From an optimization exercise on the open Yosys and OpenROAD flow, aimed at small area; shortcuts taken in it are not production practice.
In this exercise RTL edits were held to simulation tests only and were not proved equivalent to the original.
The clock port is modelled as an ideal driver; clocking choices that lean on that would not hold on a real chip.
Power and IR drop assume default switching activity.

build 83:
## top
module top (input clk,
			input clr,
			input[7:0] sram_data_in,
			input[7:0] rom_data,
			output sram_we,
			output[18:0] sram_addr,
			output[7:0] sram_data_out,
			output rom_oe,
			output rom_ce,
			output[17:0] rom_addr,
			output EN,
			output LED,
			output sram_oe,
			output sram_ce,
			output sram_NC,
			output rom_pgm,
			output audio_stop,
			output audio_gain,
			output audio_NC,
			output audio_data,
			input[7:0] buttons
			);
	assign sram_oe = 1'b0;
	assign sram_ce = 1'b0;
	assign sram_NC = 1'b1;
	assign rom_pgm = 1'b1;
	assign audio_stop = 1'b0;
	assign audio_gain = 1'b0;
	assign audio_NC = 1'b0;
	assign rom_oe = rom_off;
	assign rom_ce = rom_off;
	wire core_sram_req, core_we, rom_off;
	wire [18:0] core_sram_addr;
	wire [7:0] core_write_data;
	wire IO_req, IO_we, IO_ready;
	wire [18:0] IO_addr;
	wire [7:0] IO_write_data, IO_data;
	wire start, audio_req, audio_done;
	wire [7:0] stop_len;
	wire [18:0] audio_addr;
	Core _Core(.clk(clk), .clr(clr),
		.rom_data(rom_data), .sram_data_in(sram_data_in), .io_owns_sram(IO_ready),
		.rom_addr(rom_addr), .rom_off(rom_off),
		.sram_req(core_sram_req), .we(core_we), .sram_addr(core_sram_addr),
		.write_data(core_write_data));
	MemoryController _MemoryController(.clk(clk), .clr(clr),
		.sram_we(sram_we), .sram_addr(sram_addr), .sram_data_in(sram_data_in),
		.sram_data_out(sram_data_out), .EN(EN),
		.core_sram_req(core_sram_req), .core_we(core_we), .core_sram_addr(core_sram_addr),
		.core_write_data(core_write_data),
		.IO_req(IO_req), .IO_we(IO_we), .IO_addr(IO_addr), .IO_write_data(IO_write_data),
		.IO_data(IO_data), .IO_ready(IO_ready));
	IOController _IOController(.clk(clk), .clr(clr), .button(buttons),
		.mem_data(IO_data), .req(IO_req), .we(IO_we), .addr(IO_addr),
		.write_data(IO_write_data), .LED(LED),
		.audio_req(audio_req), .audio_addr(audio_addr), .audio_done(audio_done),
		.start(start), .stop_len(stop_len));
	audioController _audioController(.clk(clk), .clr(clr),
		.mem_data(IO_data), .data_ready(IO_ready), .start(start), .stop_len(stop_len),
		.addr(audio_addr), .req(audio_req), .done(audio_done), .data(audio_data));
endmodule
==> flow/config.mk <==
export PLATFORM = sky130hd
export DESIGN_NAME = top
export DESIGN_NICKNAME = top
export VERILOG_FILES = /design/flow/design.v
export SDC_FILE = /design/flow/constraint.sdc
export NUM_CORES = 4
export LEC_CHECK = 0
export CAP_MARGIN = 20
export CORE_MARGIN = 2
export CORE_UTILIZATION = 60
export GPL_TIMING_DRIVEN = 0
export PLACE_DENSITY = 0.75
export SLEW_MARGIN = 20
==> flow/constraint.sdc <==
create_clock -name core_clock -period 10.0 [get_ports {clk}]
set_input_delay 2.0000 -clock core_clock [delete_from_list [all_inputs] [get_ports {clk}]]
set_output_delay 2.0000 -clock core_clock [all_outputs]
set_load 0.01 [all_outputs]
standard.sh (not shown) runs the stock make flow with config.mk's settings and CLKGATE_MAP_FILE= SYNTH_SCRIPT=/design/flow/synth_recipe.tcl, a recipe that flattens the netlist after the stock synthesis.
==> flow/flow/run.sh <==
#!/bin/bash
# Own layout flow: the standard flow (standard.sh, ORFS), with these changes:
#  - synthesis maps the logic with an area-oriented ABC script (flow/area.abc)
#    and leaves adders to ABC instead of extracting half/full adder cells;
#    registers, their names and cell types are the standard synthesis's
#    (ABC maps only combinational logic);
#  - port buffers are buf_1 cells;
#  - clock tree synthesis uses small clock buffers and no dummy loads.
# Each tool's output goes to flow.log here and to ORFS's own logs under orfs/logs.
set -euo pipefail
W=$PWD
{
	echo "proc abc {args} { set i [lsearch \$args -script]; lset args [expr {\$i + 1}] $W/flow/area.abc; yosys abc {*}\$args }"
	cat synth_recipe.tcl
} > my_synth.tcl
CTS="-sink_clustering_enable -repair_clock_nets -dont_use_dummy_load -buf_list sky130_fd_sc_hd__clkbuf_8 -sink_clustering_size 18 -sink_clustering_max_diameter 60"
sed -e "s#SYNTH_SCRIPT=[^ ]*#SYNTH_SCRIPT=$W/my_synth.tcl ADDER_MAP_FILE= SYNTH_INSBUF=0 'CTS_ARGS=$CTS' 'BUFFER_PORTS_ARGS=-buffer_cell sky130_fd_sc_hd__buf_1' PRE_FLOORPLAN_TCL=$W/flow/small_bufs.tcl PRE_GLOBAL_PLACE_TCL=$W/flow/small_bufs.tcl PRE_RESIZE_TCL=$W/flow/small_bufs.tcl PRE_CTS_TCL=$W/flow/small_bufs.tcl PRE_GLOBAL_ROUTE_TCL=$W/flow/small_bufs.tcl#" standard.sh > my_standard.sh
grep -q "my_synth.tcl ADDER_MAP_FILE=" my_standard.sh
bash my_standard.sh finish > flow.log 2>&1
test -s out/final.def
==> flow/flow/area.abc <==
strash
&get -n
&deepsyn -T 30
&put
dch -f
amap
mfs2
strash
dch -f
amap
topo
==> flow/flow/small_bufs.tcl <==
# Repair buffers: the smaller sizes only.
set_dont_use {sky130_fd_sc_hd__buf_4 sky130_fd_sc_hd__buf_6 sky130_fd_sc_hd__buf_8 sky130_fd_sc_hd__buf_12 sky130_fd_sc_hd__buf_16 sky130_fd_sc_hd__bufbuf_8 sky130_fd_sc_hd__bufbuf_16}
Build 83 reached the final stage; the timing, design-rule and antenna checks on its layout passed.
Inputs modified between build 83 and build 39:
- changing CAP_MARGIN from 20 to 0
- changing SLEW_MARGIN from 20 to 0
--- a/flow/flow/run.sh
+++ b/flow/flow/run.sh
@@ -15,5 +15,5 @@
 } > my_synth.tcl
 CTS="-sink_clustering_enable -repair_clock_nets -dont_use_dummy_load -buf_list sky130_fd_sc_hd__clkbuf_8 -sink_clustering_size 18 -sink_clustering_max_diameter 60"
-sed -e "s#SYNTH_SCRIPT=[^ ]*#SYNTH_SCRIPT=$W/my_synth.tcl ADDER_MAP_FILE= SYNTH_INSBUF=0 'CTS_ARGS=$CTS' 'BUFFER_PORTS_ARGS=-buffer_cell sky130_fd_sc_hd__buf_1' PRE_FLOORPLAN_TCL=$W/flow/small_bufs.tcl PRE_GLOBAL_PLACE_TCL=$W/flow/small_bufs.tcl PRE_RESIZE_TCL=$W/flow/small_bufs.tcl PRE_CTS_TCL=$W/flow/small_bufs.tcl PRE_GLOBAL_ROUTE_TCL=$W/flow/small_bufs.tcl#" standard.sh > my_standard.sh
+sed -e "s#SYNTH_SCRIPT=[^ ]*#SYNTH_SCRIPT=$W/my_synth.tcl ADDER_MAP_FILE= 'CTS_ARGS=$CTS' 'BUFFER_PORTS_ARGS=-buffer_cell sky130_fd_sc_hd__buf_1'#" standard.sh > my_standard.sh
 grep -q "my_synth.tcl ADDER_MAP_FILE=" my_standard.sh
 bash my_standard.sh finish > flow.log 2>&1
removed: flow/flow/small_bufs.tcl
==> notes.md <==
Compared with build 83, build 39 shows a setup slack that is 0.093 ns higher. Build 39 -> build 83: biggest fanout along the worst timing path delta 0, exact match. Antenna diode count came out exactly the same in build 39 and build 83. Going from build 83 to build 39, the sequential portion of the cell area was found to have gone down by 1.2 points.
Setup changes, build 39 to build 92
- SLEW_MARGIN changed from 0 to 20
- CAP_MARGIN changed from 0 to 20
==> flow/flow/run.sh <==
#!/bin/bash
# Own layout flow: the standard flow (standard.sh, ORFS) with these changes:
#  - synthesis maps the logic with an area-oriented ABC script (flow/area.abc)
#    and leaves adders to ABC instead of extracting half/full adder cells;
#    registers, their names and cell types are the standard synthesis's
#    (ABC maps only combinational logic); no pass-through output buffers;
#  - port buffers are buf_1 cells, and repair buffers the smaller sizes
#    (flow/small_bufs.tcl);
#  - clock tree synthesis uses clkbuf_8 cells on clusters of at most 18
#    flip-flops, and no dummy loads;
#  - after clock tree synthesis, cells off the critical paths are downsized
#    (flow/recover.tcl).
# make's output goes to flow.log here; ORFS keeps each step's log under orfs/logs.
set -euo pipefail
W=$PWD
{
	echo "proc abc {args} { set i [lsearch \$args -script]; lset args [expr {\$i + 1}] $W/flow/area.abc; yosys abc {*}\$args }"
	cat synth_recipe.tcl
} > my_synth.tcl
CTS="-sink_clustering_enable -repair_clock_nets -dont_use_dummy_load -buf_list sky130_fd_sc_hd__clkbuf_8 -tree_buf sky130_fd_sc_hd__clkbuf_4 -root_buf sky130_fd_sc_hd__clkbuf_4 -sink_clustering_size 18 -sink_clustering_max_diameter 60"
sed -e "s#SYNTH_SCRIPT=[^ ]*#SYNTH_SCRIPT=$W/my_synth.tcl ADDER_MAP_FILE= SYNTH_INSBUF=0 'CTS_ARGS=$CTS' 'BUFFER_PORTS_ARGS=-buffer_cell sky130_fd_sc_hd__buf_1' PRE_FLOORPLAN_TCL=$W/flow/small_bufs.tcl PRE_GLOBAL_PLACE_TCL=$W/flow/small_bufs.tcl PRE_RESIZE_TCL=$W/flow/small_bufs.tcl PRE_CTS_TCL=$W/flow/small_bufs.tcl PRE_GLOBAL_ROUTE_TCL=$W/flow/small_bufs.tcl POST_CTS_TCL=$W/flow/recover.tcl#" standard.sh > my_standard.sh
grep -q "my_synth.tcl ADDER_MAP_FILE=" my_standard.sh
bash my_standard.sh finish > flow.log 2>&1
test -s out/final.def
==> flow/flow/recover.tcl (new file) <==
# Downsize cells off the critical paths, then legalize again.
estimate_parasitics -placement
repair_timing -recover_power 100
detailed_placement
check_placement -verbose
==> flow/flow/small_bufs.tcl (new file) <==
# Repair buffers: the smaller sizes only.
set_dont_use {sky130_fd_sc_hd__buf_4 sky130_fd_sc_hd__buf_6 sky130_fd_sc_hd__buf_8 sky130_fd_sc_hd__buf_12 sky130_fd_sc_hd__buf_16 sky130_fd_sc_hd__bufbuf_8 sky130_fd_sc_hd__bufbuf_16}
## What came out
On critical path depth, the higher figure sits with build 92, not build 39. Going from build 39 to build 92, leakage power figure shrinks by about 3%. Build 92 reports its capture point of the worst path as _Core.zero_flag$_DFFE_PP_ while build 39 reports _Core._RegisterFile.r[3][17]$_DFFE_PP_. [compare] base=build 39 new=build 92: final period demand of the worst path lost 0.051 ns, sum of internal, switching and leakage power decreased 0.78%, final worst setup slack rose 0.051 ns, simple-gate share of the synthesized area about even.

## static timing again, ports no longer ideal
The results above use ideal ports. As a check the final layouts listed here were re-extracted and re-timed, cells and wires unchanged. Step 1 sets driving cells, clkbuf_16 on the clock port and buf_2 on the other inputs (assumed; they add their load-dependent delay and slew). Step 2 times the ports against the registers' clock, not the clock port: input delays grow and output delays shrink by t, the midpoint of the rising clock arrivals with the driver on. a / b / c = no drivers / after step 1 / after step 2; a / b = the first two.
run	shift t [ns]	setup WS [ns]	worst setup path at the end	clock arrival spread, ns	worst data-port slew with drivers (ns)
build 83	0.595	0.553 / 0.540 / -0.054	input to register	0.103 / 0.103	0.06
build 39	0.582	0.647 / 0.626 / 0.044	input to register	0.105 / 0.105	0.06
build 92	0.728	0.697 / 0.697 / 0.018	input to register	0.153 / 0.154	0.07
With both steps, setup timing fails in build 83, where it was met with ideal ports. For build 92, which loses most, drivers alone change the setup slack by 0.000 ns; drivers and shift together by -0.679 ns.
